This is an optimization exercise on Yosys and OpenROAD, whose aim is small area and a short achievable clock period, not a production implementation. Function was not checked in any run shown here: the RTL went through the layout flow alone. Power is estimated from default activity; no workload was simulated.

==> flow/design.v (outline; a module is shown in full before it is edited, if it fits) <==
// module Adder32Bit: 5 lines
// module SignExtender: 8 lines
// module ALUEncode: 38 lines
// module ALU: 587 lines
// module alu_stage: 30 lines
module alu_stage(clk, a, b, imm, alu_src, alu_ctl, result, zero);
  // ...
==> flow/run.sh <==
#!/bin/bash
# synth_recipe.tcl (not shown) runs the flow's synth.tcl, then flattens the netlist and writes it again
# the make line also repeats each setting of config.mk as NAME=value (left out here)
make -C /OpenROAD-flow-scripts/flow DESIGN_CONFIG=/design/flow/config.mk WORK_HOME=/design/flow/orfs CLKGATE_MAP_FILE= SYNTH_SCRIPT=/design/flow/synth_recipe.tcl finish
==> flow/config.mk <==
export PLATFORM = sky130hd
export DESIGN_NAME = alu_stage
export DESIGN_NICKNAME = alu_stage
export VERILOG_FILES = /design/flow/design.v
export SDC_FILE = /design/flow/constraint.sdc
export NUM_CORES = 4
export LEC_CHECK = 0
export ABC_AREA = 1
export CAP_MARGIN = 20
export CORE_MARGIN = 2
export CORE_UTILIZATION = 40
export SLEW_MARGIN = 70
==> flow/constraint.sdc <==
create_clock -name core_clock -period 15.0 [get_ports {clk}]
set_input_delay 3.0000 -clock core_clock [delete_from_list [all_inputs] [get_ports {clk}]]
set_output_delay 3.0000 -clock core_clock [all_outputs]
set_load 0.01 [all_outputs]
==> flow_summary.toml, run 1 <==
[outcome]
status = "timing/DRC/antenna clean"

[critical_path]
rr_startpoint = "inv_q[0]"
path_buf_inv = 7
timing.critical_path.mode_cell = "fa_1"
cp-endpoint = "result[30]"
startpoint = "inv_q[0]"

[synth]
synthXorXnorAreaFrac = 0.139
synth_top_family_by_area = "adder cells"
yosysMostFrequentCell = "inv_1"
netlist_top_cells_area = "fa_1 24%, dfxtp_1 16%, xor2_1 13%"
synthAdderAreaFrac = 0.326
synth_top_cell_by_area = "fa_1"

[die]
ios = 112
core_um2 = 46400

[sta]
hold_ws_ps = 629
fin_ws_ps = 9280
final_max_slew_viol_count = 0

[global_routing]
grt_pass1_vias = 16400
met1_usage = 0.354

[cells_and_area]
nClkBuffers = 17
n_fill_cell = 4556
buf_share = 0.0609
multiInputGateArea_um2 = 13600
finalNonFillerCells = 2943
final_common_cell = "inv_1"

[drt]
top_layer = "met4"
drt_pre_antenna_iters = 6
wl_mm = 63.1
via_per_inst = 5.63

[power]
p_clk_mw = 0.430
peakVddDrop_mv = 0.157
p_leak_nw = 9.95
seq_power_share = 0.158

[worst_hold_path]
hp-class = "flop to flop"

[cts]
cts_sinks = 145

[place]
dp_hpwl_mm = 48.3
==> module alu_stage, before the edit <==
module alu_stage(clk, a, b, imm, alu_src, alu_ctl, result, zero);
	input clk;
	input [31:0] a, b;
	input [9:0] imm;
	input alu_src;
	input [2:0] alu_ctl;
	output reg [31:0] result;
	output zero;
	wire [31:0] imm_ext;
	wire [15:0] one, two, inv;
	wire k0;
	wire [31:0] cr;
	wire [31:0] alu_result;
	reg [31:0] a_q, cr_q;
	reg [15:0] one_q, two_q, inv_q;
	reg k0_q;
	SignExtender se(imm, imm_ext);
	ALUEncode enc(a, b, imm_ext, alu_src, alu_ctl, one, two, inv, k0, cr);
	always@(posedge clk) begin
		a_q <= a;
		cr_q <= cr;
		one_q <= one;
		two_q <= two;
		inv_q <= inv;
		k0_q <= k0;
		result <= alu_result;
	end
	assign zero = (result == 32'b0);
	ALU alu(a_q, one_q, two_q, inv_q, k0_q, cr_q, alu_result);
endmodule
==> run 2: changes to the inputs <==
==> flow/design.v (replaced) <==
module Adder32Bit(a, b, s);
	input [31:0] a, b;
	output [31:0] s;
	assign s = a + b;
endmodule
module SignExtender(sign, _sign);
	input [9:0] sign;
	output [31:0] _sign;
	assign _sign[9:0] = sign[9:0]; 
	genvar i;
	for(i=10; i<32; i=i+1)
		assign _sign[i] = sign[9];
endmodule
module fullAdder(cin, x, y, cout, s);
	input cin, x, y;
	output cout, s;
	assign cout = (x&y) | (x&cin) | (y&cin);
	assign s = x^y^cin;
endmodule
module halfAdder(x, y, cout, s);
	input x, y;
	output cout, s;
	assign cout = x & y;
	assign s = x ^ y;
endmodule
module boothSel(onen, twon, inv, an1, an0, pp);
	input onen, twon, inv, an1, an0;
	output pp;
	assign pp = ~((onen | an1) & (twon | an0)) ^ inv;
endmodule
module boothSel0(onen, inv, an1, pp);
	input onen, inv, an1;
	output pp;
	assign pp = ~(onen | an1) ^ inv;
endmodule
module alu_stage(clk, a, b, imm, alu_src, alu_ctl, result, zero);
	input clk;
	input [31:0] a, b;
	input [9:0] imm;
	input alu_src;
	input [2:0] alu_ctl;
	output [31:0] result;
	output zero;
	wire [31:0] se = {{22{imm[9]}}, imm};
	wire is_add = alu_ctl == 3'b000;
	wire is_sub = alu_ctl == 3'b001;
	wire is_neg = alu_ctl == 3'b010;
	wire is_mul = alu_ctl == 3'b011;
	wire is_and = alu_ctl == 3'b100;
	wire is_or  = alu_ctl == 3'b101;
	wire is_xor = alu_ctl == 3'b110;
	wire is_not = alu_ctl == 3'b111;
	wire [31:0] u = (alu_src & (is_add | is_sub)) ? se : b;
	wire p1 = is_add | is_or, q1 = is_and, r1 = is_xor;
	wire p0 = is_sub, q0 = is_or | is_xor;
	wire [31:0] cr = (u & ({32{p1}} | ({32{q1}} & a) | ({32{r1}} & ~a))) |
		(~u & ({32{p0}} | ({32{q0}} & a)));
	wire [15:0] one, two, inv;
	wire [32:0] bx = {b, 1'b0};
	wire k0 = is_mul ? bx[2] : (is_neg | is_sub);
	genvar i;
	generate
		for (i = 0; i < 16; i = i + 1) begin : enc
			wire b0 = bx[2*i], b1 = bx[2*i+1], b2 = bx[2*i+2];
			if (i == 0) begin : d0
				assign one[i] = is_mul ? (b1 ^ b0) : (is_add | is_sub | is_neg | is_not);
				assign two[i] = is_mul & ((b2 & ~b1 & ~b0) | (~b2 & b1 & b0));
				assign inv[i] = is_mul ? b2 : (is_neg | is_not);
			end else begin : dn
				assign one[i] = is_mul & (b1 ^ b0);
				assign two[i] = is_mul & ((b2 & ~b1 & ~b0) | (~b2 & b1 & b0));
				assign inv[i] = is_mul & b2;
			end
		end
	endgenerate
	reg [31:0] an_q, cr_q;
	reg [15:0] onen_q, twon_q, inv_q;
	reg k0_q;
	always@(posedge clk) begin
		an_q <= ~a;
		cr_q <= cr;
		onen_q <= ~one;
		twon_q <= ~two;
		inv_q <= inv;
		k0_q <= k0;
	end
	wire [31:0] pp0;
	boothSel0 bs0_0(onen_q[0], inv_q[0], an_q[0], pp0[0]);
	boothSel bs0_1(onen_q[0], twon_q[0], inv_q[0], an_q[1], an_q[0], pp0[1]);
	boothSel bs0_2(onen_q[0], twon_q[0], inv_q[0], an_q[2], an_q[1], pp0[2]);
	boothSel bs0_3(onen_q[0], twon_q[0], inv_q[0], an_q[3], an_q[2], pp0[3]);
	boothSel bs0_4(onen_q[0], twon_q[0], inv_q[0], an_q[4], an_q[3], pp0[4]);
	boothSel bs0_5(onen_q[0], twon_q[0], inv_q[0], an_q[5], an_q[4], pp0[5]);
	boothSel bs0_6(onen_q[0], twon_q[0], inv_q[0], an_q[6], an_q[5], pp0[6]);
	boothSel bs0_7(onen_q[0], twon_q[0], inv_q[0], an_q[7], an_q[6], pp0[7]);
	boothSel bs0_8(onen_q[0], twon_q[0], inv_q[0], an_q[8], an_q[7], pp0[8]);
	boothSel bs0_9(onen_q[0], twon_q[0], inv_q[0], an_q[9], an_q[8], pp0[9]);
	boothSel bs0_10(onen_q[0], twon_q[0], inv_q[0], an_q[10], an_q[9], pp0[10]);
	boothSel bs0_11(onen_q[0], twon_q[0], inv_q[0], an_q[11], an_q[10], pp0[11]);
	boothSel bs0_12(onen_q[0], twon_q[0], inv_q[0], an_q[12], an_q[11], pp0[12]);
	boothSel bs0_13(onen_q[0], twon_q[0], inv_q[0], an_q[13], an_q[12], pp0[13]);
	boothSel bs0_14(onen_q[0], twon_q[0], inv_q[0], an_q[14], an_q[13], pp0[14]);
	boothSel bs0_15(onen_q[0], twon_q[0], inv_q[0], an_q[15], an_q[14], pp0[15]);
	boothSel bs0_16(onen_q[0], twon_q[0], inv_q[0], an_q[16], an_q[15], pp0[16]);
	boothSel bs0_17(onen_q[0], twon_q[0], inv_q[0], an_q[17], an_q[16], pp0[17]);
	boothSel bs0_18(onen_q[0], twon_q[0], inv_q[0], an_q[18], an_q[17], pp0[18]);
	boothSel bs0_19(onen_q[0], twon_q[0], inv_q[0], an_q[19], an_q[18], pp0[19]);
	boothSel bs0_20(onen_q[0], twon_q[0], inv_q[0], an_q[20], an_q[19], pp0[20]);
	boothSel bs0_21(onen_q[0], twon_q[0], inv_q[0], an_q[21], an_q[20], pp0[21]);
	boothSel bs0_22(onen_q[0], twon_q[0], inv_q[0], an_q[22], an_q[21], pp0[22]);
	boothSel bs0_23(onen_q[0], twon_q[0], inv_q[0], an_q[23], an_q[22], pp0[23]);
	boothSel bs0_24(onen_q[0], twon_q[0], inv_q[0], an_q[24], an_q[23], pp0[24]);
	boothSel bs0_25(onen_q[0], twon_q[0], inv_q[0], an_q[25], an_q[24], pp0[25]);
	boothSel bs0_26(onen_q[0], twon_q[0], inv_q[0], an_q[26], an_q[25], pp0[26]);
	boothSel bs0_27(onen_q[0], twon_q[0], inv_q[0], an_q[27], an_q[26], pp0[27]);
	boothSel bs0_28(onen_q[0], twon_q[0], inv_q[0], an_q[28], an_q[27], pp0[28]);
	boothSel bs0_29(onen_q[0], twon_q[0], inv_q[0], an_q[29], an_q[28], pp0[29]);
	boothSel bs0_30(onen_q[0], twon_q[0], inv_q[0], an_q[30], an_q[29], pp0[30]);
	boothSel bs0_31(onen_q[0], twon_q[0], inv_q[0], an_q[31], an_q[30], pp0[31]);
	wire [29:0] pp1;
	boothSel0 bs1_0(onen_q[1], inv_q[1], an_q[0], pp1[0]);
	boothSel bs1_1(onen_q[1], twon_q[1], inv_q[1], an_q[1], an_q[0], pp1[1]);
	boothSel bs1_2(onen_q[1], twon_q[1], inv_q[1], an_q[2], an_q[1], pp1[2]);
	boothSel bs1_3(onen_q[1], twon_q[1], inv_q[1], an_q[3], an_q[2], pp1[3]);
	boothSel bs1_4(onen_q[1], twon_q[1], inv_q[1], an_q[4], an_q[3], pp1[4]);
	boothSel bs1_5(onen_q[1], twon_q[1], inv_q[1], an_q[5], an_q[4], pp1[5]);
	boothSel bs1_6(onen_q[1], twon_q[1], inv_q[1], an_q[6], an_q[5], pp1[6]);
	boothSel bs1_7(onen_q[1], twon_q[1], inv_q[1], an_q[7], an_q[6], pp1[7]);
	boothSel bs1_8(onen_q[1], twon_q[1], inv_q[1], an_q[8], an_q[7], pp1[8]);
	boothSel bs1_9(onen_q[1], twon_q[1], inv_q[1], an_q[9], an_q[8], pp1[9]);
	boothSel bs1_10(onen_q[1], twon_q[1], inv_q[1], an_q[10], an_q[9], pp1[10]);
	boothSel bs1_11(onen_q[1], twon_q[1], inv_q[1], an_q[11], an_q[10], pp1[11]);
	boothSel bs1_12(onen_q[1], twon_q[1], inv_q[1], an_q[12], an_q[11], pp1[12]);
	boothSel bs1_13(onen_q[1], twon_q[1], inv_q[1], an_q[13], an_q[12], pp1[13]);
	boothSel bs1_14(onen_q[1], twon_q[1], inv_q[1], an_q[14], an_q[13], pp1[14]);
	boothSel bs1_15(onen_q[1], twon_q[1], inv_q[1], an_q[15], an_q[14], pp1[15]);
	boothSel bs1_16(onen_q[1], twon_q[1], inv_q[1], an_q[16], an_q[15], pp1[16]);
	boothSel bs1_17(onen_q[1], twon_q[1], inv_q[1], an_q[17], an_q[16], pp1[17]);
	boothSel bs1_18(onen_q[1], twon_q[1], inv_q[1], an_q[18], an_q[17], pp1[18]);
	boothSel bs1_19(onen_q[1], twon_q[1], inv_q[1], an_q[19], an_q[18], pp1[19]);
	boothSel bs1_20(onen_q[1], twon_q[1], inv_q[1], an_q[20], an_q[19], pp1[20]);
	boothSel bs1_21(onen_q[1], twon_q[1], inv_q[1], an_q[21], an_q[20], pp1[21]);
	boothSel bs1_22(onen_q[1], twon_q[1], inv_q[1], an_q[22], an_q[21], pp1[22]);
	boothSel bs1_23(onen_q[1], twon_q[1], inv_q[1], an_q[23], an_q[22], pp1[23]);
	boothSel bs1_24(onen_q[1], twon_q[1], inv_q[1], an_q[24], an_q[23], pp1[24]);
	boothSel bs1_25(onen_q[1], twon_q[1], inv_q[1], an_q[25], an_q[24], pp1[25]);
	boothSel bs1_26(onen_q[1], twon_q[1], inv_q[1], an_q[26], an_q[25], pp1[26]);
	boothSel bs1_27(onen_q[1], twon_q[1], inv_q[1], an_q[27], an_q[26], pp1[27]);
	boothSel bs1_28(onen_q[1], twon_q[1], inv_q[1], an_q[28], an_q[27], pp1[28]);
	boothSel bs1_29(onen_q[1], twon_q[1], inv_q[1], an_q[29], an_q[28], pp1[29]);
	wire [27:0] pp2;
	boothSel0 bs2_0(onen_q[2], inv_q[2], an_q[0], pp2[0]);
	boothSel bs2_1(onen_q[2], twon_q[2], inv_q[2], an_q[1], an_q[0], pp2[1]);
	boothSel bs2_2(onen_q[2], twon_q[2], inv_q[2], an_q[2], an_q[1], pp2[2]);
	boothSel bs2_3(onen_q[2], twon_q[2], inv_q[2], an_q[3], an_q[2], pp2[3]);
	boothSel bs2_4(onen_q[2], twon_q[2], inv_q[2], an_q[4], an_q[3], pp2[4]);
	boothSel bs2_5(onen_q[2], twon_q[2], inv_q[2], an_q[5], an_q[4], pp2[5]);
	boothSel bs2_6(onen_q[2], twon_q[2], inv_q[2], an_q[6], an_q[5], pp2[6]);
	boothSel bs2_7(onen_q[2], twon_q[2], inv_q[2], an_q[7], an_q[6], pp2[7]);
	boothSel bs2_8(onen_q[2], twon_q[2], inv_q[2], an_q[8], an_q[7], pp2[8]);
	boothSel bs2_9(onen_q[2], twon_q[2], inv_q[2], an_q[9], an_q[8], pp2[9]);
	boothSel bs2_10(onen_q[2], twon_q[2], inv_q[2], an_q[10], an_q[9], pp2[10]);
	boothSel bs2_11(onen_q[2], twon_q[2], inv_q[2], an_q[11], an_q[10], pp2[11]);
	boothSel bs2_12(onen_q[2], twon_q[2], inv_q[2], an_q[12], an_q[11], pp2[12]);
	boothSel bs2_13(onen_q[2], twon_q[2], inv_q[2], an_q[13], an_q[12], pp2[13]);
	boothSel bs2_14(onen_q[2], twon_q[2], inv_q[2], an_q[14], an_q[13], pp2[14]);
	boothSel bs2_15(onen_q[2], twon_q[2], inv_q[2], an_q[15], an_q[14], pp2[15]);
	boothSel bs2_16(onen_q[2], twon_q[2], inv_q[2], an_q[16], an_q[15], pp2[16]);
	boothSel bs2_17(onen_q[2], twon_q[2], inv_q[2], an_q[17], an_q[16], pp2[17]);
	boothSel bs2_18(onen_q[2], twon_q[2], inv_q[2], an_q[18], an_q[17], pp2[18]);
	boothSel bs2_19(onen_q[2], twon_q[2], inv_q[2], an_q[19], an_q[18], pp2[19]);
	boothSel bs2_20(onen_q[2], twon_q[2], inv_q[2], an_q[20], an_q[19], pp2[20]);
	boothSel bs2_21(onen_q[2], twon_q[2], inv_q[2], an_q[21], an_q[20], pp2[21]);
	boothSel bs2_22(onen_q[2], twon_q[2], inv_q[2], an_q[22], an_q[21], pp2[22]);
	boothSel bs2_23(onen_q[2], twon_q[2], inv_q[2], an_q[23], an_q[22], pp2[23]);
	boothSel bs2_24(onen_q[2], twon_q[2], inv_q[2], an_q[24], an_q[23], pp2[24]);
	boothSel bs2_25(onen_q[2], twon_q[2], inv_q[2], an_q[25], an_q[24], pp2[25]);
	boothSel bs2_26(onen_q[2], twon_q[2], inv_q[2], an_q[26], an_q[25], pp2[26]);
	boothSel bs2_27(onen_q[2], twon_q[2], inv_q[2], an_q[27], an_q[26], pp2[27]);
	wire [25:0] pp3;
	boothSel0 bs3_0(onen_q[3], inv_q[3], an_q[0], pp3[0]);
	boothSel bs3_1(onen_q[3], twon_q[3], inv_q[3], an_q[1], an_q[0], pp3[1]);
	boothSel bs3_2(onen_q[3], twon_q[3], inv_q[3], an_q[2], an_q[1], pp3[2]);
	boothSel bs3_3(onen_q[3], twon_q[3], inv_q[3], an_q[3], an_q[2], pp3[3]);
	boothSel bs3_4(onen_q[3], twon_q[3], inv_q[3], an_q[4], an_q[3], pp3[4]);
	boothSel bs3_5(onen_q[3], twon_q[3], inv_q[3], an_q[5], an_q[4], pp3[5]);
	boothSel bs3_6(onen_q[3], twon_q[3], inv_q[3], an_q[6], an_q[5], pp3[6]);
	boothSel bs3_7(onen_q[3], twon_q[3], inv_q[3], an_q[7], an_q[6], pp3[7]);
	boothSel bs3_8(onen_q[3], twon_q[3], inv_q[3], an_q[8], an_q[7], pp3[8]);
	boothSel bs3_9(onen_q[3], twon_q[3], inv_q[3], an_q[9], an_q[8], pp3[9]);
	boothSel bs3_10(onen_q[3], twon_q[3], inv_q[3], an_q[10], an_q[9], pp3[10]);
	boothSel bs3_11(onen_q[3], twon_q[3], inv_q[3], an_q[11], an_q[10], pp3[11]);
	boothSel bs3_12(onen_q[3], twon_q[3], inv_q[3], an_q[12], an_q[11], pp3[12]);
	boothSel bs3_13(onen_q[3], twon_q[3], inv_q[3], an_q[13], an_q[12], pp3[13]);
	boothSel bs3_14(onen_q[3], twon_q[3], inv_q[3], an_q[14], an_q[13], pp3[14]);
	boothSel bs3_15(onen_q[3], twon_q[3], inv_q[3], an_q[15], an_q[14], pp3[15]);
	boothSel bs3_16(onen_q[3], twon_q[3], inv_q[3], an_q[16], an_q[15], pp3[16]);
	boothSel bs3_17(onen_q[3], twon_q[3], inv_q[3], an_q[17], an_q[16], pp3[17]);
	boothSel bs3_18(onen_q[3], twon_q[3], inv_q[3], an_q[18], an_q[17], pp3[18]);
	boothSel bs3_19(onen_q[3], twon_q[3], inv_q[3], an_q[19], an_q[18], pp3[19]);
	boothSel bs3_20(onen_q[3], twon_q[3], inv_q[3], an_q[20], an_q[19], pp3[20]);
	boothSel bs3_21(onen_q[3], twon_q[3], inv_q[3], an_q[21], an_q[20], pp3[21]);
	boothSel bs3_22(onen_q[3], twon_q[3], inv_q[3], an_q[22], an_q[21], pp3[22]);
	boothSel bs3_23(onen_q[3], twon_q[3], inv_q[3], an_q[23], an_q[22], pp3[23]);
	boothSel bs3_24(onen_q[3], twon_q[3], inv_q[3], an_q[24], an_q[23], pp3[24]);
	boothSel bs3_25(onen_q[3], twon_q[3], inv_q[3], an_q[25], an_q[24], pp3[25]);
	wire [23:0] pp4;
	boothSel0 bs4_0(onen_q[4], inv_q[4], an_q[0], pp4[0]);
	boothSel bs4_1(onen_q[4], twon_q[4], inv_q[4], an_q[1], an_q[0], pp4[1]);
	boothSel bs4_2(onen_q[4], twon_q[4], inv_q[4], an_q[2], an_q[1], pp4[2]);
	boothSel bs4_3(onen_q[4], twon_q[4], inv_q[4], an_q[3], an_q[2], pp4[3]);
	boothSel bs4_4(onen_q[4], twon_q[4], inv_q[4], an_q[4], an_q[3], pp4[4]);
	boothSel bs4_5(onen_q[4], twon_q[4], inv_q[4], an_q[5], an_q[4], pp4[5]);
	boothSel bs4_6(onen_q[4], twon_q[4], inv_q[4], an_q[6], an_q[5], pp4[6]);
	boothSel bs4_7(onen_q[4], twon_q[4], inv_q[4], an_q[7], an_q[6], pp4[7]);
	boothSel bs4_8(onen_q[4], twon_q[4], inv_q[4], an_q[8], an_q[7], pp4[8]);
	boothSel bs4_9(onen_q[4], twon_q[4], inv_q[4], an_q[9], an_q[8], pp4[9]);
	boothSel bs4_10(onen_q[4], twon_q[4], inv_q[4], an_q[10], an_q[9], pp4[10]);
	boothSel bs4_11(onen_q[4], twon_q[4], inv_q[4], an_q[11], an_q[10], pp4[11]);
	boothSel bs4_12(onen_q[4], twon_q[4], inv_q[4], an_q[12], an_q[11], pp4[12]);
	boothSel bs4_13(onen_q[4], twon_q[4], inv_q[4], an_q[13], an_q[12], pp4[13]);
	boothSel bs4_14(onen_q[4], twon_q[4], inv_q[4], an_q[14], an_q[13], pp4[14]);
	boothSel bs4_15(onen_q[4], twon_q[4], inv_q[4], an_q[15], an_q[14], pp4[15]);
	boothSel bs4_16(onen_q[4], twon_q[4], inv_q[4], an_q[16], an_q[15], pp4[16]);
	boothSel bs4_17(onen_q[4], twon_q[4], inv_q[4], an_q[17], an_q[16], pp4[17]);
	boothSel bs4_18(onen_q[4], twon_q[4], inv_q[4], an_q[18], an_q[17], pp4[18]);
	boothSel bs4_19(onen_q[4], twon_q[4], inv_q[4], an_q[19], an_q[18], pp4[19]);
	boothSel bs4_20(onen_q[4], twon_q[4], inv_q[4], an_q[20], an_q[19], pp4[20]);
	boothSel bs4_21(onen_q[4], twon_q[4], inv_q[4], an_q[21], an_q[20], pp4[21]);
	boothSel bs4_22(onen_q[4], twon_q[4], inv_q[4], an_q[22], an_q[21], pp4[22]);
	boothSel bs4_23(onen_q[4], twon_q[4], inv_q[4], an_q[23], an_q[22], pp4[23]);
	wire [21:0] pp5;
	boothSel0 bs5_0(onen_q[5], inv_q[5], an_q[0], pp5[0]);
	boothSel bs5_1(onen_q[5], twon_q[5], inv_q[5], an_q[1], an_q[0], pp5[1]);
	boothSel bs5_2(onen_q[5], twon_q[5], inv_q[5], an_q[2], an_q[1], pp5[2]);
	boothSel bs5_3(onen_q[5], twon_q[5], inv_q[5], an_q[3], an_q[2], pp5[3]);
	boothSel bs5_4(onen_q[5], twon_q[5], inv_q[5], an_q[4], an_q[3], pp5[4]);
	boothSel bs5_5(onen_q[5], twon_q[5], inv_q[5], an_q[5], an_q[4], pp5[5]);
	boothSel bs5_6(onen_q[5], twon_q[5], inv_q[5], an_q[6], an_q[5], pp5[6]);
	boothSel bs5_7(onen_q[5], twon_q[5], inv_q[5], an_q[7], an_q[6], pp5[7]);
	boothSel bs5_8(onen_q[5], twon_q[5], inv_q[5], an_q[8], an_q[7], pp5[8]);
	boothSel bs5_9(onen_q[5], twon_q[5], inv_q[5], an_q[9], an_q[8], pp5[9]);
	boothSel bs5_10(onen_q[5], twon_q[5], inv_q[5], an_q[10], an_q[9], pp5[10]);
	boothSel bs5_11(onen_q[5], twon_q[5], inv_q[5], an_q[11], an_q[10], pp5[11]);
	boothSel bs5_12(onen_q[5], twon_q[5], inv_q[5], an_q[12], an_q[11], pp5[12]);
	boothSel bs5_13(onen_q[5], twon_q[5], inv_q[5], an_q[13], an_q[12], pp5[13]);
	boothSel bs5_14(onen_q[5], twon_q[5], inv_q[5], an_q[14], an_q[13], pp5[14]);
	boothSel bs5_15(onen_q[5], twon_q[5], inv_q[5], an_q[15], an_q[14], pp5[15]);
	boothSel bs5_16(onen_q[5], twon_q[5], inv_q[5], an_q[16], an_q[15], pp5[16]);
	boothSel bs5_17(onen_q[5], twon_q[5], inv_q[5], an_q[17], an_q[16], pp5[17]);
	boothSel bs5_18(onen_q[5], twon_q[5], inv_q[5], an_q[18], an_q[17], pp5[18]);
	boothSel bs5_19(onen_q[5], twon_q[5], inv_q[5], an_q[19], an_q[18], pp5[19]);
	boothSel bs5_20(onen_q[5], twon_q[5], inv_q[5], an_q[20], an_q[19], pp5[20]);
	boothSel bs5_21(onen_q[5], twon_q[5], inv_q[5], an_q[21], an_q[20], pp5[21]);
	wire [19:0] pp6;
	boothSel0 bs6_0(onen_q[6], inv_q[6], an_q[0], pp6[0]);
	boothSel bs6_1(onen_q[6], twon_q[6], inv_q[6], an_q[1], an_q[0], pp6[1]);
	boothSel bs6_2(onen_q[6], twon_q[6], inv_q[6], an_q[2], an_q[1], pp6[2]);
	boothSel bs6_3(onen_q[6], twon_q[6], inv_q[6], an_q[3], an_q[2], pp6[3]);
	boothSel bs6_4(onen_q[6], twon_q[6], inv_q[6], an_q[4], an_q[3], pp6[4]);
	boothSel bs6_5(onen_q[6], twon_q[6], inv_q[6], an_q[5], an_q[4], pp6[5]);
	boothSel bs6_6(onen_q[6], twon_q[6], inv_q[6], an_q[6], an_q[5], pp6[6]);
	boothSel bs6_7(onen_q[6], twon_q[6], inv_q[6], an_q[7], an_q[6], pp6[7]);
	boothSel bs6_8(onen_q[6], twon_q[6], inv_q[6], an_q[8], an_q[7], pp6[8]);
	boothSel bs6_9(onen_q[6], twon_q[6], inv_q[6], an_q[9], an_q[8], pp6[9]);
	boothSel bs6_10(onen_q[6], twon_q[6], inv_q[6], an_q[10], an_q[9], pp6[10]);
	boothSel bs6_11(onen_q[6], twon_q[6], inv_q[6], an_q[11], an_q[10], pp6[11]);
	boothSel bs6_12(onen_q[6], twon_q[6], inv_q[6], an_q[12], an_q[11], pp6[12]);
	boothSel bs6_13(onen_q[6], twon_q[6], inv_q[6], an_q[13], an_q[12], pp6[13]);
	boothSel bs6_14(onen_q[6], twon_q[6], inv_q[6], an_q[14], an_q[13], pp6[14]);
	boothSel bs6_15(onen_q[6], twon_q[6], inv_q[6], an_q[15], an_q[14], pp6[15]);
	boothSel bs6_16(onen_q[6], twon_q[6], inv_q[6], an_q[16], an_q[15], pp6[16]);
	boothSel bs6_17(onen_q[6], twon_q[6], inv_q[6], an_q[17], an_q[16], pp6[17]);
	boothSel bs6_18(onen_q[6], twon_q[6], inv_q[6], an_q[18], an_q[17], pp6[18]);
	boothSel bs6_19(onen_q[6], twon_q[6], inv_q[6], an_q[19], an_q[18], pp6[19]);
	wire [17:0] pp7;
	boothSel0 bs7_0(onen_q[7], inv_q[7], an_q[0], pp7[0]);
	boothSel bs7_1(onen_q[7], twon_q[7], inv_q[7], an_q[1], an_q[0], pp7[1]);
	boothSel bs7_2(onen_q[7], twon_q[7], inv_q[7], an_q[2], an_q[1], pp7[2]);
	boothSel bs7_3(onen_q[7], twon_q[7], inv_q[7], an_q[3], an_q[2], pp7[3]);
	boothSel bs7_4(onen_q[7], twon_q[7], inv_q[7], an_q[4], an_q[3], pp7[4]);
	boothSel bs7_5(onen_q[7], twon_q[7], inv_q[7], an_q[5], an_q[4], pp7[5]);
	boothSel bs7_6(onen_q[7], twon_q[7], inv_q[7], an_q[6], an_q[5], pp7[6]);
	boothSel bs7_7(onen_q[7], twon_q[7], inv_q[7], an_q[7], an_q[6], pp7[7]);
	boothSel bs7_8(onen_q[7], twon_q[7], inv_q[7], an_q[8], an_q[7], pp7[8]);
	boothSel bs7_9(onen_q[7], twon_q[7], inv_q[7], an_q[9], an_q[8], pp7[9]);
	boothSel bs7_10(onen_q[7], twon_q[7], inv_q[7], an_q[10], an_q[9], pp7[10]);
	boothSel bs7_11(onen_q[7], twon_q[7], inv_q[7], an_q[11], an_q[10], pp7[11]);
	boothSel bs7_12(onen_q[7], twon_q[7], inv_q[7], an_q[12], an_q[11], pp7[12]);
	boothSel bs7_13(onen_q[7], twon_q[7], inv_q[7], an_q[13], an_q[12], pp7[13]);
	boothSel bs7_14(onen_q[7], twon_q[7], inv_q[7], an_q[14], an_q[13], pp7[14]);
	boothSel bs7_15(onen_q[7], twon_q[7], inv_q[7], an_q[15], an_q[14], pp7[15]);
	boothSel bs7_16(onen_q[7], twon_q[7], inv_q[7], an_q[16], an_q[15], pp7[16]);
	boothSel bs7_17(onen_q[7], twon_q[7], inv_q[7], an_q[17], an_q[16], pp7[17]);
	wire [15:0] pp8;
	boothSel0 bs8_0(onen_q[8], inv_q[8], an_q[0], pp8[0]);
	boothSel bs8_1(onen_q[8], twon_q[8], inv_q[8], an_q[1], an_q[0], pp8[1]);
	boothSel bs8_2(onen_q[8], twon_q[8], inv_q[8], an_q[2], an_q[1], pp8[2]);
	boothSel bs8_3(onen_q[8], twon_q[8], inv_q[8], an_q[3], an_q[2], pp8[3]);
	boothSel bs8_4(onen_q[8], twon_q[8], inv_q[8], an_q[4], an_q[3], pp8[4]);
	boothSel bs8_5(onen_q[8], twon_q[8], inv_q[8], an_q[5], an_q[4], pp8[5]);
	boothSel bs8_6(onen_q[8], twon_q[8], inv_q[8], an_q[6], an_q[5], pp8[6]);
	boothSel bs8_7(onen_q[8], twon_q[8], inv_q[8], an_q[7], an_q[6], pp8[7]);
	boothSel bs8_8(onen_q[8], twon_q[8], inv_q[8], an_q[8], an_q[7], pp8[8]);
	boothSel bs8_9(onen_q[8], twon_q[8], inv_q[8], an_q[9], an_q[8], pp8[9]);
	boothSel bs8_10(onen_q[8], twon_q[8], inv_q[8], an_q[10], an_q[9], pp8[10]);
	boothSel bs8_11(onen_q[8], twon_q[8], inv_q[8], an_q[11], an_q[10], pp8[11]);
	boothSel bs8_12(onen_q[8], twon_q[8], inv_q[8], an_q[12], an_q[11], pp8[12]);
	boothSel bs8_13(onen_q[8], twon_q[8], inv_q[8], an_q[13], an_q[12], pp8[13]);
	boothSel bs8_14(onen_q[8], twon_q[8], inv_q[8], an_q[14], an_q[13], pp8[14]);
	boothSel bs8_15(onen_q[8], twon_q[8], inv_q[8], an_q[15], an_q[14], pp8[15]);
	wire [13:0] pp9;
	boothSel0 bs9_0(onen_q[9], inv_q[9], an_q[0], pp9[0]);
	boothSel bs9_1(onen_q[9], twon_q[9], inv_q[9], an_q[1], an_q[0], pp9[1]);
	boothSel bs9_2(onen_q[9], twon_q[9], inv_q[9], an_q[2], an_q[1], pp9[2]);
	boothSel bs9_3(onen_q[9], twon_q[9], inv_q[9], an_q[3], an_q[2], pp9[3]);
	boothSel bs9_4(onen_q[9], twon_q[9], inv_q[9], an_q[4], an_q[3], pp9[4]);
	boothSel bs9_5(onen_q[9], twon_q[9], inv_q[9], an_q[5], an_q[4], pp9[5]);
	boothSel bs9_6(onen_q[9], twon_q[9], inv_q[9], an_q[6], an_q[5], pp9[6]);
	boothSel bs9_7(onen_q[9], twon_q[9], inv_q[9], an_q[7], an_q[6], pp9[7]);
	boothSel bs9_8(onen_q[9], twon_q[9], inv_q[9], an_q[8], an_q[7], pp9[8]);
	boothSel bs9_9(onen_q[9], twon_q[9], inv_q[9], an_q[9], an_q[8], pp9[9]);
	boothSel bs9_10(onen_q[9], twon_q[9], inv_q[9], an_q[10], an_q[9], pp9[10]);
	boothSel bs9_11(onen_q[9], twon_q[9], inv_q[9], an_q[11], an_q[10], pp9[11]);
	boothSel bs9_12(onen_q[9], twon_q[9], inv_q[9], an_q[12], an_q[11], pp9[12]);
	boothSel bs9_13(onen_q[9], twon_q[9], inv_q[9], an_q[13], an_q[12], pp9[13]);
	wire [11:0] pp10;
	boothSel0 bs10_0(onen_q[10], inv_q[10], an_q[0], pp10[0]);
	boothSel bs10_1(onen_q[10], twon_q[10], inv_q[10], an_q[1], an_q[0], pp10[1]);
	boothSel bs10_2(onen_q[10], twon_q[10], inv_q[10], an_q[2], an_q[1], pp10[2]);
	boothSel bs10_3(onen_q[10], twon_q[10], inv_q[10], an_q[3], an_q[2], pp10[3]);
	boothSel bs10_4(onen_q[10], twon_q[10], inv_q[10], an_q[4], an_q[3], pp10[4]);
	boothSel bs10_5(onen_q[10], twon_q[10], inv_q[10], an_q[5], an_q[4], pp10[5]);
	boothSel bs10_6(onen_q[10], twon_q[10], inv_q[10], an_q[6], an_q[5], pp10[6]);
	boothSel bs10_7(onen_q[10], twon_q[10], inv_q[10], an_q[7], an_q[6], pp10[7]);
	boothSel bs10_8(onen_q[10], twon_q[10], inv_q[10], an_q[8], an_q[7], pp10[8]);
	boothSel bs10_9(onen_q[10], twon_q[10], inv_q[10], an_q[9], an_q[8], pp10[9]);
	boothSel bs10_10(onen_q[10], twon_q[10], inv_q[10], an_q[10], an_q[9], pp10[10]);
	boothSel bs10_11(onen_q[10], twon_q[10], inv_q[10], an_q[11], an_q[10], pp10[11]);
	wire [9:0] pp11;
	boothSel0 bs11_0(onen_q[11], inv_q[11], an_q[0], pp11[0]);
	boothSel bs11_1(onen_q[11], twon_q[11], inv_q[11], an_q[1], an_q[0], pp11[1]);
	boothSel bs11_2(onen_q[11], twon_q[11], inv_q[11], an_q[2], an_q[1], pp11[2]);
	boothSel bs11_3(onen_q[11], twon_q[11], inv_q[11], an_q[3], an_q[2], pp11[3]);
	boothSel bs11_4(onen_q[11], twon_q[11], inv_q[11], an_q[4], an_q[3], pp11[4]);
	boothSel bs11_5(onen_q[11], twon_q[11], inv_q[11], an_q[5], an_q[4], pp11[5]);
	boothSel bs11_6(onen_q[11], twon_q[11], inv_q[11], an_q[6], an_q[5], pp11[6]);
	boothSel bs11_7(onen_q[11], twon_q[11], inv_q[11], an_q[7], an_q[6], pp11[7]);
	boothSel bs11_8(onen_q[11], twon_q[11], inv_q[11], an_q[8], an_q[7], pp11[8]);
	boothSel bs11_9(onen_q[11], twon_q[11], inv_q[11], an_q[9], an_q[8], pp11[9]);
	wire [7:0] pp12;
	boothSel0 bs12_0(onen_q[12], inv_q[12], an_q[0], pp12[0]);
	boothSel bs12_1(onen_q[12], twon_q[12], inv_q[12], an_q[1], an_q[0], pp12[1]);
	boothSel bs12_2(onen_q[12], twon_q[12], inv_q[12], an_q[2], an_q[1], pp12[2]);
	boothSel bs12_3(onen_q[12], twon_q[12], inv_q[12], an_q[3], an_q[2], pp12[3]);
	boothSel bs12_4(onen_q[12], twon_q[12], inv_q[12], an_q[4], an_q[3], pp12[4]);
	boothSel bs12_5(onen_q[12], twon_q[12], inv_q[12], an_q[5], an_q[4], pp12[5]);
	boothSel bs12_6(onen_q[12], twon_q[12], inv_q[12], an_q[6], an_q[5], pp12[6]);
	boothSel bs12_7(onen_q[12], twon_q[12], inv_q[12], an_q[7], an_q[6], pp12[7]);
	wire [5:0] pp13;
	boothSel0 bs13_0(onen_q[13], inv_q[13], an_q[0], pp13[0]);
	boothSel bs13_1(onen_q[13], twon_q[13], inv_q[13], an_q[1], an_q[0], pp13[1]);
	boothSel bs13_2(onen_q[13], twon_q[13], inv_q[13], an_q[2], an_q[1], pp13[2]);
	boothSel bs13_3(onen_q[13], twon_q[13], inv_q[13], an_q[3], an_q[2], pp13[3]);
	boothSel bs13_4(onen_q[13], twon_q[13], inv_q[13], an_q[4], an_q[3], pp13[4]);
	boothSel bs13_5(onen_q[13], twon_q[13], inv_q[13], an_q[5], an_q[4], pp13[5]);
	wire [3:0] pp14;
	boothSel0 bs14_0(onen_q[14], inv_q[14], an_q[0], pp14[0]);
	boothSel bs14_1(onen_q[14], twon_q[14], inv_q[14], an_q[1], an_q[0], pp14[1]);
	boothSel bs14_2(onen_q[14], twon_q[14], inv_q[14], an_q[2], an_q[1], pp14[2]);
	boothSel bs14_3(onen_q[14], twon_q[14], inv_q[14], an_q[3], an_q[2], pp14[3]);
	wire [1:0] pp15;
	boothSel0 bs15_0(onen_q[15], inv_q[15], an_q[0], pp15[0]);
	boothSel bs15_1(onen_q[15], twon_q[15], inv_q[15], an_q[1], an_q[0], pp15[1]);
	wire s0, t0, s1, t1, s2, t2, s3, t3, s4, t4, s5, t5, s6, t6, s7, t7;
	wire s8, t8, s9, t9, s10, t10, s11, t11, s12, t12, s13, t13, s14, t14, s15, t15;
	wire s16, t16, s17, t17, s18, t18, s19, t19, s20, t20, s21, t21, s22, t22, s23, t23;
	wire s24, t24, s25, s26, s27, s28, s29, s30, t30, s31, t31, s32, t32, s33, t33, s34;
	wire t34, s35, t35, s36, t36, s37, t37, s38, t38, s39, t39, s40, t40, s41, t41, s42;
	wire t42, s43, t43, s44, t44, s45, t45, s46, t46, s47, t47, s48, t48, s49, t49, s50;
	wire t50, s51, t51, s52, t52, s53, t53, s54, t54, s55, t55, s56, t56, s57, t57, s58;
	wire t58, s59, t59, s60, t60, s61, t61, s62, t62, s63, t63, s64, t64, s65, t65, s66;
	wire t66, s67, t67, s68, t68, s69, t69, s70, t70, s71, t71, s72, t72, s73, t73, s74;
	wire t74, s75, t75, s76, t76, s77, t77, s78, t78, s79, t79, s80, t80, s81, t81, s82;
	wire t82, s83, t83, s84, t84, s85, t85, s86, s87, s88, s89, s90, t90, s91, t91, s92;
	wire t92, s93, t93, s94, t94, s95, t95, s96, t96, s97, t97, s98, t98, s99, t99, s100;
	wire t100, s101, t101, s102, t102, s103, t103, s104, t104, s105, t105, s106, t106, s107, t107, s108;
	wire t108, s109, t109, s110, t110, s111, t111, s112, t112, s113, t113, s114, t114, s115, t115, s116;
	wire t116, s117, t117, s118, t118, s119, t119, s120, t120, s121, t121, s122, t122, s123, t123, s124;
	wire t124, s125, t125, s126, t126, s127, t127, s128, t128, s129, t129, s130, t130, s131, t131, s132;
	wire t132, s133, t133, s134, t134, s135, t135, s136, t136, s137, t137, s138, t138, s139, t139, s140;
	wire t140, s141, t141, s142, t142, s143, t143, s144, t144, s145, t145, s146, t146, s147, t147, s148;
	wire t148, s149, t149, s150, t150, s151, t151, s152, t152, s153, s154, s155, s156, t156, s157, t157;
	wire s158, t158, s159, t159, s160, t160, s161, t161, s162, t162, s163, t163, s164, t164, s165, t165;
	wire s166, t166, s167, t167, s168, t168, s169, t169, s170, t170, s171, t171, s172, t172, s173, t173;
	wire s174, t174, s175, t175, s176, t176, s177, t177, s178, t178, s179, t179, s180, t180, s181, t181;
	wire s182, t182, s183, t183, s184, t184, s185, t185, s186, t186, s187, t187, s188, t188, s189, t189;
	wire s190, t190, s191, t191, s192, t192, s193, t193, s194, t194, s195, t195, s196, t196, s197, t197;
	wire s198, t198, s199, t199, s200, t200, s201, t201, s202, t202, s203, t203, s204, t204, s205, t205;
	wire s206, t206, s207, t207, s208, s209, s210, t210, s211, t211, s212, t212, s213, t213, s214, t214;
	wire s215, t215, s216, t216, s217, t217, s218, t218, s219, t219, s220, t220, s221, t221, s222, t222;
	wire s223, t223, s224, t224, s225, t225, s226, t226, s227, t227, s228, t228, s229, t229, s230, t230;
	wire s231, t231, s232, t232, s233, t233, s234, t234, s235, t235, s236, t236, s237, t237, s238, t238;
	wire s239, s240, t240, s241, t241, s242, t242, s243, t243, s244, t244, s245, t245, s246, t246, s247;
	wire t247, s248, t248, s249, t249, s250, t250, s251, t251, s252, t252, s253, t253, s254, t254, s255;
	wire t255, s256, t256, s257, t257, s258, t258, s259, t259, s260, t260, s261, t261, s262, t262, s263;
	wire t263, s264, t264, s265, t265, s266, t266, s267, t267, s268, t268, s269, t269, s270, t270, s271;
	halfAdder ha0(inv_q[11], cr_q[22], t0, s0);
	halfAdder ha1(cr_q[23], pp0[23], t1, s1);
	fullAdder fa2(pp0[24], inv_q[12], cr_q[24], t2, s2);
	halfAdder ha3(pp1[22], pp2[20], t3, s3);
	fullAdder fa4(pp1[23], cr_q[25], pp0[25], t4, s4);
	halfAdder ha5(pp2[21], pp3[19], t5, s5);
	fullAdder fa6(pp0[26], inv_q[13], cr_q[26], t6, s6);
	fullAdder fa7(pp3[20], pp1[24], pp2[22], t7, s7);
	halfAdder ha8(pp4[18], pp5[16], t8, s8);
	fullAdder fa9(pp1[25], cr_q[27], pp0[27], t9, s9);
	fullAdder fa10(pp4[19], pp2[23], pp3[21], t10, s10);
	halfAdder ha11(pp5[17], pp6[15], t11, s11);
	fullAdder fa12(pp0[28], inv_q[14], cr_q[28], t12, s12);
	fullAdder fa13(pp3[22], pp1[26], pp2[24], t13, s13);
	fullAdder fa14(pp6[16], pp4[20], pp5[18], t14, s14);
	halfAdder ha15(pp7[14], pp8[12], t15, s15);
	fullAdder fa16(pp1[27], cr_q[29], pp0[29], t16, s16);
	fullAdder fa17(pp4[21], pp2[25], pp3[23], t17, s17);
	fullAdder fa18(pp7[15], pp5[19], pp6[17], t18, s18);
	halfAdder ha19(pp8[13], pp9[11], t19, s19);
	fullAdder fa20(pp0[30], inv_q[15], cr_q[30], t20, s20);
	fullAdder fa21(pp3[24], pp1[28], pp2[26], t21, s21);
	fullAdder fa22(pp6[18], pp4[22], pp5[20], t22, s22);
	fullAdder fa23(pp9[12], pp7[16], pp8[14], t23, s23);
	halfAdder ha24(pp10[10], pp11[8], t24, s24);
	assign s25 = cr_q[31] ^ pp0[31] ^ pp1[29];
	assign s26 = pp2[27] ^ pp3[25] ^ pp4[23];
	assign s27 = pp5[21] ^ pp6[19] ^ pp7[17];
	assign s28 = pp8[15] ^ pp9[13] ^ pp10[11];
	assign s29 = pp11[9] ^ pp12[7];
	halfAdder ha30(inv_q[7], cr_q[14], t30, s30);
	halfAdder ha31(cr_q[15], pp0[15], t31, s31);
	fullAdder fa32(pp0[16], inv_q[8], cr_q[16], t32, s32);
	halfAdder ha33(pp1[14], pp2[12], t33, s33);
	fullAdder fa34(pp1[15], cr_q[17], pp0[17], t34, s34);
	halfAdder ha35(pp2[13], pp3[11], t35, s35);
	fullAdder fa36(pp0[18], inv_q[9], cr_q[18], t36, s36);
	fullAdder fa37(pp3[12], pp1[16], pp2[14], t37, s37);
	halfAdder ha38(pp4[10], pp5[8], t38, s38);
	fullAdder fa39(pp1[17], cr_q[19], pp0[19], t39, s39);
	fullAdder fa40(pp4[11], pp2[15], pp3[13], t40, s40);
	halfAdder ha41(pp5[9], pp6[7], t41, s41);
	fullAdder fa42(pp0[20], inv_q[10], cr_q[20], t42, s42);
	fullAdder fa43(pp3[14], pp1[18], pp2[16], t43, s43);
	fullAdder fa44(pp6[8], pp4[12], pp5[10], t44, s44);
	halfAdder ha45(pp7[6], pp8[4], t45, s45);
	fullAdder fa46(pp1[19], cr_q[21], pp0[21], t46, s46);
	fullAdder fa47(pp4[13], pp2[17], pp3[15], t47, s47);
	fullAdder fa48(pp7[7], pp5[11], pp6[9], t48, s48);
	halfAdder ha49(pp8[5], pp9[3], t49, s49);
	fullAdder fa50(pp1[20], s0, pp0[22], t50, s50);
	fullAdder fa51(pp4[14], pp2[18], pp3[16], t51, s51);
	fullAdder fa52(pp7[8], pp5[12], pp6[10], t52, s52);
	fullAdder fa53(pp10[2], pp8[6], pp9[4], t53, s53);
	fullAdder fa54(pp2[19], t0, pp1[21], t54, s54);
	fullAdder fa55(pp5[13], pp3[17], pp4[15], t55, s55);
	fullAdder fa56(pp8[7], pp6[11], pp7[9], t56, s56);
	fullAdder fa57(pp11[1], pp9[5], pp10[3], t57, s57);
	fullAdder fa58(pp5[14], pp3[18], pp4[16], t58, s58);
	fullAdder fa59(pp8[8], pp6[12], pp7[10], t59, s59);
	fullAdder fa60(pp11[2], pp9[6], pp10[4], t60, s60);
	fullAdder fa61(s2, pp12[0], t1, t61, s61);
	fullAdder fa62(pp6[13], pp4[17], pp5[15], t62, s62);
	fullAdder fa63(pp9[7], pp7[11], pp8[9], t63, s63);
	fullAdder fa64(pp12[1], pp10[5], pp11[3], t64, s64);
	fullAdder fa65(s4, t2, t3, t65, s65);
	fullAdder fa66(pp8[10], pp6[14], pp7[12], t66, s66);
	fullAdder fa67(pp11[4], pp9[8], pp10[6], t67, s67);
	fullAdder fa68(t4, pp12[2], pp13[0], t68, s68);
	fullAdder fa69(s7, t5, s6, t69, s69);
	fullAdder fa70(pp9[9], pp7[13], pp8[11], t70, s70);
	fullAdder fa71(pp12[3], pp10[7], pp11[5], t71, s71);
	fullAdder fa72(t7, pp13[1], t6, t72, s72);
	fullAdder fa73(s10, t8, s9, t73, s73);
	fullAdder fa74(pp11[6], pp9[10], pp10[8], t74, s74);
	fullAdder fa75(pp14[0], pp12[4], pp13[2], t75, s75);
	fullAdder fa76(t11, t9, t10, t76, s76);
	fullAdder fa77(s14, s12, s13, t77, s77);
	fullAdder fa78(pp12[5], pp10[9], pp11[7], t78, s78);
	fullAdder fa79(t12, pp13[3], pp14[1], t79, s79);
	fullAdder fa80(t15, t13, t14, t80, s80);
	fullAdder fa81(s18, s16, s17, t81, s81);
	fullAdder fa82(pp14[2], pp12[6], pp13[4], t82, s82);
	fullAdder fa83(t17, pp15[0], t16, t83, s83);
	fullAdder fa84(s20, t18, t19, t84, s84);
	fullAdder fa85(s23, s21, s22, t85, s85);
	assign s86 = pp13[5] ^ pp14[3] ^ pp15[1];
	assign s87 = t20 ^ t21 ^ t22;
	assign s88 = t23 ^ t24 ^ s25;
	assign s89 = s26 ^ s27 ^ s28;
	halfAdder ha90(inv_q[4], cr_q[8], t90, s90);
	halfAdder ha91(cr_q[9], pp0[9], t91, s91);
	fullAdder fa92(pp0[10], inv_q[5], cr_q[10], t92, s92);
	halfAdder ha93(pp1[8], pp2[6], t93, s93);
	fullAdder fa94(pp1[9], cr_q[11], pp0[11], t94, s94);
	halfAdder ha95(pp2[7], pp3[5], t95, s95);
	fullAdder fa96(pp0[12], inv_q[6], cr_q[12], t96, s96);
	fullAdder fa97(pp3[6], pp1[10], pp2[8], t97, s97);
	halfAdder ha98(pp4[4], pp5[2], t98, s98);
	fullAdder fa99(pp1[11], cr_q[13], pp0[13], t99, s99);
	fullAdder fa100(pp4[5], pp2[9], pp3[7], t100, s100);
	halfAdder ha101(pp5[3], pp6[1], t101, s101);
	fullAdder fa102(pp1[12], s30, pp0[14], t102, s102);
	fullAdder fa103(pp4[6], pp2[10], pp3[8], t103, s103);
	fullAdder fa104(pp7[0], pp5[4], pp6[2], t104, s104);
	fullAdder fa105(pp2[11], t30, pp1[13], t105, s105);
	fullAdder fa106(pp5[5], pp3[9], pp4[7], t106, s106);
	fullAdder fa107(s31, pp6[3], pp7[1], t107, s107);
	fullAdder fa108(pp5[6], pp3[10], pp4[8], t108, s108);
	fullAdder fa109(pp8[0], pp6[4], pp7[2], t109, s109);
	fullAdder fa110(s33, t31, s32, t110, s110);
	fullAdder fa111(pp6[5], pp4[9], pp5[7], t111, s111);
	fullAdder fa112(t32, pp7[3], pp8[1], t112, s112);
	fullAdder fa113(s35, t33, s34, t113, s113);
	fullAdder fa114(pp8[2], pp6[6], pp7[4], t114, s114);
	fullAdder fa115(t35, pp9[0], t34, t115, s115);
	fullAdder fa116(s38, s36, s37, t116, s116);
	fullAdder fa117(pp9[1], pp7[5], pp8[3], t117, s117);
	fullAdder fa118(t38, t36, t37, t118, s118);
	fullAdder fa119(s41, s39, s40, t119, s119);
	fullAdder fa120(t39, pp9[2], pp10[0], t120, s120);
	fullAdder fa121(s42, t40, t41, t121, s121);
	fullAdder fa122(s45, s43, s44, t122, s122);
	fullAdder fa123(t43, pp10[1], t42, t123, s123);
	fullAdder fa124(s46, t44, t45, t124, s124);
	fullAdder fa125(s49, s47, s48, t125, s125);
	fullAdder fa126(t47, pp11[0], t46, t126, s126);
	fullAdder fa127(s50, t48, t49, t127, s127);
	fullAdder fa128(s53, s51, s52, t128, s128);
	fullAdder fa129(t52, t50, t51, t129, s129);
	fullAdder fa130(s55, t53, s54, t130, s130);
	fullAdder fa131(s1, s56, s57, t131, s131);
	fullAdder fa132(t56, t54, t55, t132, s132);
	fullAdder fa133(s59, t57, s58, t133, s133);
	fullAdder fa134(s61, s60, s3, t134, s134);
	fullAdder fa135(t60, t58, t59, t135, s135);
	fullAdder fa136(s64, s62, s63, t136, s136);
	fullAdder fa137(s65, s5, t61, t137, s137);
	fullAdder fa138(t64, t62, t63, t138, s138);
	fullAdder fa139(s8, s66, s67, t139, s139);
	fullAdder fa140(s69, s68, t65, t140, s140);
	fullAdder fa141(s70, t66, t67, t141, s141);
	fullAdder fa142(t68, s71, s11, t142, s142);
	fullAdder fa143(s73, s72, t69, t143, s143);
	fullAdder fa144(s74, t70, t71, t144, s144);
	fullAdder fa145(t72, s75, s15, t145, s145);
	fullAdder fa146(s77, s76, t73, t146, s146);
	fullAdder fa147(s78, t74, t75, t147, s147);
	fullAdder fa148(s79, s19, t76, t148, s148);
	fullAdder fa149(s81, s80, t77, t149, s149);
	fullAdder fa150(s24, t78, s82, t150, s150);
	fullAdder fa151(s83, t79, t80, t151, s151);
	fullAdder fa152(s85, t81, s84, t152, s152);
	assign s153 = t82 ^ s86 ^ s29;
	assign s154 = t83 ^ s87 ^ t84;
	assign s155 = t85 ^ s88 ^ s89;
	halfAdder ha156(inv_q[2], cr_q[4], t156, s156);
	halfAdder ha157(cr_q[5], pp0[5], t157, s157);
	fullAdder fa158(pp0[6], inv_q[3], cr_q[6], t158, s158);
	halfAdder ha159(pp1[4], pp2[2], t159, s159);
	fullAdder fa160(pp1[5], cr_q[7], pp0[7], t160, s160);
	halfAdder ha161(pp2[3], pp3[1], t161, s161);
	fullAdder fa162(pp1[6], s90, pp0[8], t162, s162);
	fullAdder fa163(pp4[0], pp2[4], pp3[2], t163, s163);
	fullAdder fa164(pp2[5], t90, pp1[7], t164, s164);
	fullAdder fa165(s91, pp3[3], pp4[1], t165, s165);
	fullAdder fa166(pp5[0], pp3[4], pp4[2], t166, s166);
	fullAdder fa167(s93, t91, s92, t167, s167);
	fullAdder fa168(t92, pp4[3], pp5[1], t168, s168);
	fullAdder fa169(s95, t93, s94, t169, s169);
	fullAdder fa170(t95, pp6[0], t94, t170, s170);
	fullAdder fa171(s98, s96, s97, t171, s171);
	fullAdder fa172(t98, t96, t97, t172, s172);
	fullAdder fa173(s101, s99, s100, t173, s173);
	fullAdder fa174(t101, t99, t100, t174, s174);
	fullAdder fa175(s104, s102, s103, t175, s175);
	fullAdder fa176(t104, t102, t103, t176, s176);
	fullAdder fa177(s107, s105, s106, t177, s177);
	fullAdder fa178(s108, t105, t106, t178, s178);
	fullAdder fa179(s110, s109, t107, t179, s179);
	fullAdder fa180(s111, t108, t109, t180, s180);
	fullAdder fa181(s113, s112, t110, t181, s181);
	fullAdder fa182(t112, t111, s114, t182, s182);
	fullAdder fa183(s116, s115, t113, t183, s183);
	fullAdder fa184(t115, t114, s117, t184, s184);
	fullAdder fa185(s119, s118, t116, t185, s185);
	fullAdder fa186(s120, t117, t118, t186, s186);
	fullAdder fa187(s122, t119, s121, t187, s187);
	fullAdder fa188(t121, t120, s123, t188, s188);
	fullAdder fa189(s125, t122, s124, t189, s189);
	fullAdder fa190(t124, t123, s126, t190, s190);
	fullAdder fa191(s128, t125, s127, t191, s191);
	fullAdder fa192(t127, t126, s129, t192, s192);
	fullAdder fa193(s131, t128, s130, t193, s193);
	fullAdder fa194(t130, t129, s132, t194, s194);
	fullAdder fa195(s134, t131, s133, t195, s195);
	fullAdder fa196(t133, t132, s135, t196, s196);
	fullAdder fa197(s137, s136, t134, t197, s197);
	fullAdder fa198(t136, t135, s138, t198, s198);
	fullAdder fa199(s140, s139, t137, t199, s199);
	fullAdder fa200(s141, t138, t139, t200, s200);
	fullAdder fa201(s143, s142, t140, t201, s201);
	fullAdder fa202(t142, t141, s144, t202, s202);
	fullAdder fa203(s146, s145, t143, t203, s203);
	fullAdder fa204(t145, t144, s147, t204, s204);
	fullAdder fa205(s149, t146, s148, t205, s205);
	fullAdder fa206(t148, t147, s150, t206, s206);
	fullAdder fa207(s152, t149, s151, t207, s207);
	assign s208 = t150 ^ s153 ^ t151;
	assign s209 = t152 ^ s154 ^ s155;
	halfAdder ha210(inv_q[1], cr_q[2], t210, s210);
	halfAdder ha211(cr_q[3], pp0[3], t211, s211);
	fullAdder fa212(pp1[2], s156, pp0[4], t212, s212);
	fullAdder fa213(pp2[1], t156, pp1[3], t213, s213);
	fullAdder fa214(s158, pp3[0], t157, t214, s214);
	fullAdder fa215(s160, t158, t159, t215, s215);
	fullAdder fa216(s162, t160, t161, t216, s216);
	fullAdder fa217(s164, t162, t163, t217, s217);
	fullAdder fa218(t165, t164, s166, t218, s218);
	fullAdder fa219(t167, t166, s168, t219, s219);
	fullAdder fa220(t169, t168, s170, t220, s220);
	fullAdder fa221(t171, t170, s172, t221, s221);
	fullAdder fa222(t173, t172, s174, t222, s222);
	fullAdder fa223(t175, t174, s176, t223, s223);
	fullAdder fa224(t177, t176, s178, t224, s224);
	fullAdder fa225(t179, t178, s180, t225, s225);
	fullAdder fa226(t181, t180, s182, t226, s226);
	fullAdder fa227(t183, t182, s184, t227, s227);
	fullAdder fa228(s186, t184, t185, t228, s228);
	fullAdder fa229(s188, t186, t187, t229, s229);
	fullAdder fa230(s190, t188, t189, t230, s230);
	fullAdder fa231(s192, t190, t191, t231, s231);
	fullAdder fa232(s194, t192, t193, t232, s232);
	fullAdder fa233(t195, t194, s196, t233, s233);
	fullAdder fa234(t197, t196, s198, t234, s234);
	fullAdder fa235(t199, t198, s200, t235, s235);
	fullAdder fa236(t201, t200, s202, t236, s236);
	fullAdder fa237(t203, t202, s204, t237, s237);
	fullAdder fa238(t205, t204, s206, t238, s238);
	assign s239 = t206 ^ s208 ^ t207;
	halfAdder ha240(k0_q, cr_q[0], t240, s240);
	halfAdder ha241(cr_q[1], pp0[1], t241, s241);
	fullAdder fa242(pp1[0], s210, pp0[2], t242, s242);
	fullAdder fa243(s211, t210, pp1[1], t243, s243);
	fullAdder fa244(s212, pp2[0], t211, t244, s244);
	fullAdder fa245(s157, t212, s213, t245, s245);
	fullAdder fa246(s214, t213, s159, t246, s246);
	fullAdder fa247(s215, s161, t214, t247, s247);
	fullAdder fa248(s216, s163, t215, t248, s248);
	fullAdder fa249(s165, t216, s217, t249, s249);
	fullAdder fa250(s218, t217, s167, t250, s250);
	fullAdder fa251(s219, s169, t218, t251, s251);
	fullAdder fa252(s220, s171, t219, t252, s252);
	fullAdder fa253(s221, s173, t220, t253, s253);
	fullAdder fa254(s222, s175, t221, t254, s254);
	fullAdder fa255(s177, t222, s223, t255, s255);
	fullAdder fa256(s224, t223, s179, t256, s256);
	fullAdder fa257(s225, s181, t224, t257, s257);
	fullAdder fa258(s226, s183, t225, t258, s258);
	fullAdder fa259(s227, s185, t226, t259, s259);
	fullAdder fa260(s228, s187, t227, t260, s260);
	fullAdder fa261(s229, s189, t228, t261, s261);
	fullAdder fa262(s230, s191, t229, t262, s262);
	fullAdder fa263(s231, s193, t230, t263, s263);
	fullAdder fa264(s195, t231, s232, t264, s264);
	fullAdder fa265(s233, t232, s197, t265, s265);
	fullAdder fa266(s234, s199, t233, t266, s266);
	fullAdder fa267(s235, s201, t234, t267, s267);
	fullAdder fa268(s236, s203, t235, t268, s268);
	fullAdder fa269(s237, s205, t236, t269, s269);
	fullAdder fa270(s238, s207, t237, t270, s270);
	assign s271 = s209 ^ t238 ^ s239;
	wire [31:0] x = {t270, t269, t268, t267, t266, t265, t264, t263, t262, t261, t260, t259, t258, t257, t256, t255, t254, t253, t252, t251, t250, t249, t248, t247, t246, t245, t244, t243, t242, t241, t240, s240};
	wire [31:0] y = {s271, s270, s269, s268, s267, s266, s265, s264, s263, s262, s261, s260, s259, s258, s257, s256, s255, s254, s253, s252, s251, s250, s249, s248, s247, s246, s245, s244, s243, s242, s241, pp0[0]};
	wire [20:0] lo = x[19:0] + y[19:0];
	reg [19:0] lo_q;
	reg c_q;
	reg [11:0] xh_q, yh_q;
	always@(posedge clk) begin
		lo_q <= lo[19:0];
		c_q <= lo[20];
		xh_q <= x[31:20];
		yh_q <= y[31:20];
	end
	wire [12:0] hs = {xh_q, 1'b1} + {yh_q, c_q};
	wire [11:0] hi = hs[12:1];
	assign result = {hi, lo_q};
	wire [11:0] hx = xh_q ^ yh_q;
	wire [11:0] hc = {xh_q[10:0] | yh_q[10:0], c_q};
	assign zero = (lo_q == 20'b0) & (hx == hc);
endmodule
==> flow/flow/run.sh (new file) <==
#!/bin/bash
# Layout flow: the standard flow (the standard.sh), except that
#  - the arithmetic primitive modules (full/half adders, Booth selectors) are
#    synthesized as the library cells given in flow/cells.v (the rest of the
#    design goes through the standard synthesis unchanged), each module kept
#    whole until the final flatten;
#  - ports are buffered with buf_4 cells.
set -euo pipefail
python3 flow/map.py design.v flow/cells.v design_mapped.v > map.log 2>&1
bash standard.sh VERILOG_FILES="$PWD/design_mapped.v" \
  BUFFER_PORTS_ARGS="-buffer_cell sky130_fd_sc_hd__buf_4" finish > standard.log 2>&1
==> flow/flow/cells.v (new file) <==
// Cell-level bodies for the design's arithmetic primitive modules. map.py puts
// these in place of the RTL bodies of the modules of the same names.
module fullAdder(cin, x, y, cout, s);
	input cin, x, y;
	output cout, s;
	sky130_fd_sc_hd__fa_1 c(.A(x), .B(y), .CIN(cin), .COUT(cout), .SUM(s));
endmodule
module halfAdder(x, y, cout, s);
	input x, y;
	output cout, s;
	sky130_fd_sc_hd__ha_1 c(.A(x), .B(y), .COUT(cout), .SUM(s));
endmodule
module boothSel(onen, twon, inv, an1, an0, pp);
	input onen, twon, inv, an1, an0;
	output pp;
	wire n;
	sky130_fd_sc_hd__o22ai_1 c0(.A1(onen), .A2(an1), .B1(twon), .B2(an0), .Y(n));
	sky130_fd_sc_hd__xor2_1 c1(.A(n), .B(inv), .X(pp));
endmodule
module boothSel0(onen, inv, an1, pp);
	input onen, inv, an1;
	output pp;
	wire n;
	sky130_fd_sc_hd__nor2_1 c0(.A(onen), .B(an1), .Y(n));
	sky130_fd_sc_hd__xor2_1 c1(.A(n), .B(inv), .X(pp));
endmodule
==> flow/flow/map.py (new file) <==
#!/usr/bin/env python3
"""map.py DESIGN CELLS OUT: copy DESIGN to OUT with the body of every module
that CELLS also defines replaced by CELLS's cell-level body."""
import re, sys
design, cells, out = sys.argv[1:4]
mod = re.compile(r'^\s*module\s+(\w+).*?^\s*endmodule\b', re.S | re.M)
repl = {m.group(1): m.group(0) for m in mod.finditer(open(cells).read())}
done = set()
def sub(m):
    name = m.group(1)
    if name in repl:
        done.add(name)
        return repl[name]
    return m.group(0)
text = mod.sub(sub, open(design).read())
missing = set(repl) - done
if missing:
    sys.exit(f"map.py: modules not found in {design}: {sorted(missing)}")
open(out, 'w').write(text)
==> flow/standard.sh (new file) <==
#!/bin/bash
# synth_recipe.tcl (not shown) runs the flow's synth.tcl, then flattens the netlist and writes it again
# the make line also repeats each setting of config.mk as NAME=value (left out here)
make -C /OpenROAD-flow-scripts/flow DESIGN_CONFIG=/design/flow/config.mk WORK_HOME=/design/flow/orfs CLKGATE_MAP_FILE= SYNTH_SCRIPT=/design/flow/synth_recipe.tcl "${@:-finish}"
--- a/flow/config.mk
+++ b/flow/config.mk
@@ -11,2 +11,4 @@
 export CORE_UTILIZATION = 40
 export SLEW_MARGIN = 70
+export SYNTH_HIERARCHICAL = 1
+export SYNTH_MINIMUM_KEEP_SIZE = 0
removed: flow/run.sh
==> run 2 against run 1 <==
Fmax up 6.3%. Register-to-register slack better by 990 ps. Still clean. Hold slack better by 250 ps. Sequential power up 13%. First-iteration DRC count down 11%. Global-route usage down 0.63 points. Flip-flop and latch count up 13. Clock skew up 5.7 ps.
==> flow_summary.toml, run 2 <==
[outcome]
status = "timing/DRC/antenna clean"

[sta]
hold_violations = 0
fin_crit_sh = 0.359
rsz0062_at_grt = "false"
worst_pin_slew_ps = 447
fmax_mhz = 186
finalCriticalPeriod_ps = 5380
hold_ws_ps = 875
final_max_slew_viol_count = 0
setup_viol = 0
finalSetupTns_ps = 0
fin_skew_ps = 17.6
relSlewSlack = 0.702

[cells_and_area]
final_common_cell = "xor2_1"
fin_nets = 2342
final_cell_area_um2 = 19100
top_regs = "an_q x32, cr_q x32, lo_q x20"
num_antenna_cells = 0
drive_above_1_share = 0.120
n_fill_cell = 3917
final_cell_mix = "299 x xor2_1, 258 x o22ai_1, 227 x fa_1"
syn_to_final_growth_pct = 14.5

[critical_path]
worstPathArrival_ps = 2380
r2r_setup_slack_ps = 10270
worstPathRequired_ps = 12000
criticalPathCategory = "flop to output pin"
worstSetupEndpointType = "output pin"
cp_max_fo = 3
startpoint_type = "flop"

[drt]
via_per_inst = 5.82
drtIter0Drc = 1407
routed-via-count = 14600
wl_mm = 55.9
drtAntennaViolNets = 0
routedWlPerCell_um = 22.3
drc = 0
drt_pre_antenna_iters = 7

[die]
core_um2 = 40900
die_height_um = 208
start_util = 0.407
die_area_um2 = 43300
rows = 74
ios = 112
die_x_um = 208

[synth]
synth_commonest_cells = "299 x xor2_1, 258 x o22ai_1, 227 x fa_1"
avgSynthCellArea_um2 = 9.14
mappedNetlistArea_um2 = 16600
synth_seq_area_share = 0.190
synth_top_cell_by_area = "fa_1"
ys_ff_latch = 158
synth_nets = 2200
synth_edf_count = 0
syn_inst = 1821
yosys_most_used_dff = "dfxtp_1"
yosysWarnings = 7
synthArstFlopShare = 0
netlist_top_cells_area = "fa_1 27%, dfxtp_1 19%, xor2_1 16%"
synth.distinct_cells = 42
synth_top_cell_area_share = 0.273
yosysMostFrequentCell = "xor2_1"

[global_routing]
grt_pass1_vias = 14700
overflow = 0
grt_max_degree = 38
grt_first_pass_wirelength_mm = 86.0
antenna_found_initial = 0
grt_usage = 0.258

[cts]
clk_pin_slew_ps = 70
root_buffer = "clkbuf_16"
clock_latency_ps = 460
numCtsBuffers = 17
cts-resized-gates = 0
post_cts_buffers = 0
cts_tree = "built"
htreeDepth = 4
cts_sinks = 158
cts_buffer_depth = 2
cts-hold-fix-buffers = 0

[place]
place_area_um2 = 18500
numPortBuffers = 111
dp_hpwl_mm = 39.6
globalplace.congestion = 0.899

[power]
p_leak_nw = 9.99
peakVddDrop_mv = 0.0743
finalPower_mw = 2.80
power_density_nw_per_um2 = 147

[job]
maxCapViolations = 0

[worst_hold_path]
hp-class = "flop to flop"
run 2: cell types whose count changed after synthesis, sizes merged, moves of 15 or more:
cell    change
inv       -302
o21ai      +91
a21oi      -69
nand2      -68
clkbuf     -64
ha         -53
a31oi      +31
buf        -23
nor2       +21
xor2       +17
nor3       -16
a221o      -15
o221ai     -15
run 2: per-module statistics from Yosys (local to each module, per instance):
| module | cells inside | copies in the design |
|---|---|---|
| boothSel | 2 | 256 |
| boothSel0 | 2 | 16 |
| alu_stage | 1021 | 1 |
| fullAdder | 1 | 225 |
| halfAdder | 1 | 31 |
run 2: report_power, final:
part	internal, mW	switching, mW
sequential	0.522	0.0741
clock	0.245	0.195
combinational	0.754	1.01
run 2: worst paths after layout:
check / from / endpoint / cells past startpoint
setup / recovery: c_q / zero / 9
hold / removal: cr_q[0] / lo_q[0] / 2
setup reg to reg: twon_q[0] / lo_q[18] / 14
hold reg to reg: cr_q[0] / lo_q[0] / 2
run 2: cells by family (layout without fill, tap and decap cells):
family,Yosys count,count (layout),share of synthesized area
AO/OA/AOI/OAI,475,475,0.167
AND/OR/NAND/NOR,399,399,0.103
XOR/XNOR,317,317,0.167
adder cells (fa/ha/maj),300,300,0.328
buffers and inverters,172,326,0.0458
flip-flops,158,158,0.190
run 2: final cells by class:
type	instances	area (µm²)	share of cell area
timing repair buffer	153	1270	0.0666
inverter	142	551	0.0289
tap	532	666	0.0349
clock buffer	21	472	0.0248
clock inverter	10	104	0.00545
multi-input combinational	1491	12800	0.669
sequential	158	3240	0.170
run 2: through the flow:
step | setup WS [ps] | util | cells
5_1_grt | 9430 | 0.466 | 2507
3_5_place_dp | 10080 | 0.451 | 2476
2_1_floorplan | 10300 | - | 1821
3_3_place_gp | 10020 | 0.444 | 2466
6_report | 9620 | 0.466 | 2507
4_1_cts | 9590 | 0.465 | 2507
run 2: metal layers:
layer	GRT usage	wire, µm	up-vias	share of wire
li1	-	-	6594	-
met1	0.365	25100	7176	0.45
met2	0.394	24500	726	0.44
met3	0.0530	4850	100	0.087
met4	0.0824	1440	0	0.026
met5	0	0	-	0
run 2: critical path, cell delays in order, from the launching register on:
cell,delay (ps)
dfxtp_1,310
inv_1,80
fa_1,540
inv_1,50
a211oi_1,290
nand2_1,80
nor2_1,170
nand2_1,70
nor3_1,170
buf_4,160

Re-timed with assumed drivers on the ports (clkbuf_16 on the clock, buf_2 on other inputs), run 2 has 9.570 ns of setup slack against 9.622 ns with ideal ports, and 10.074 ns once port delays also move by the mid clock arrival of 0.504 ns.
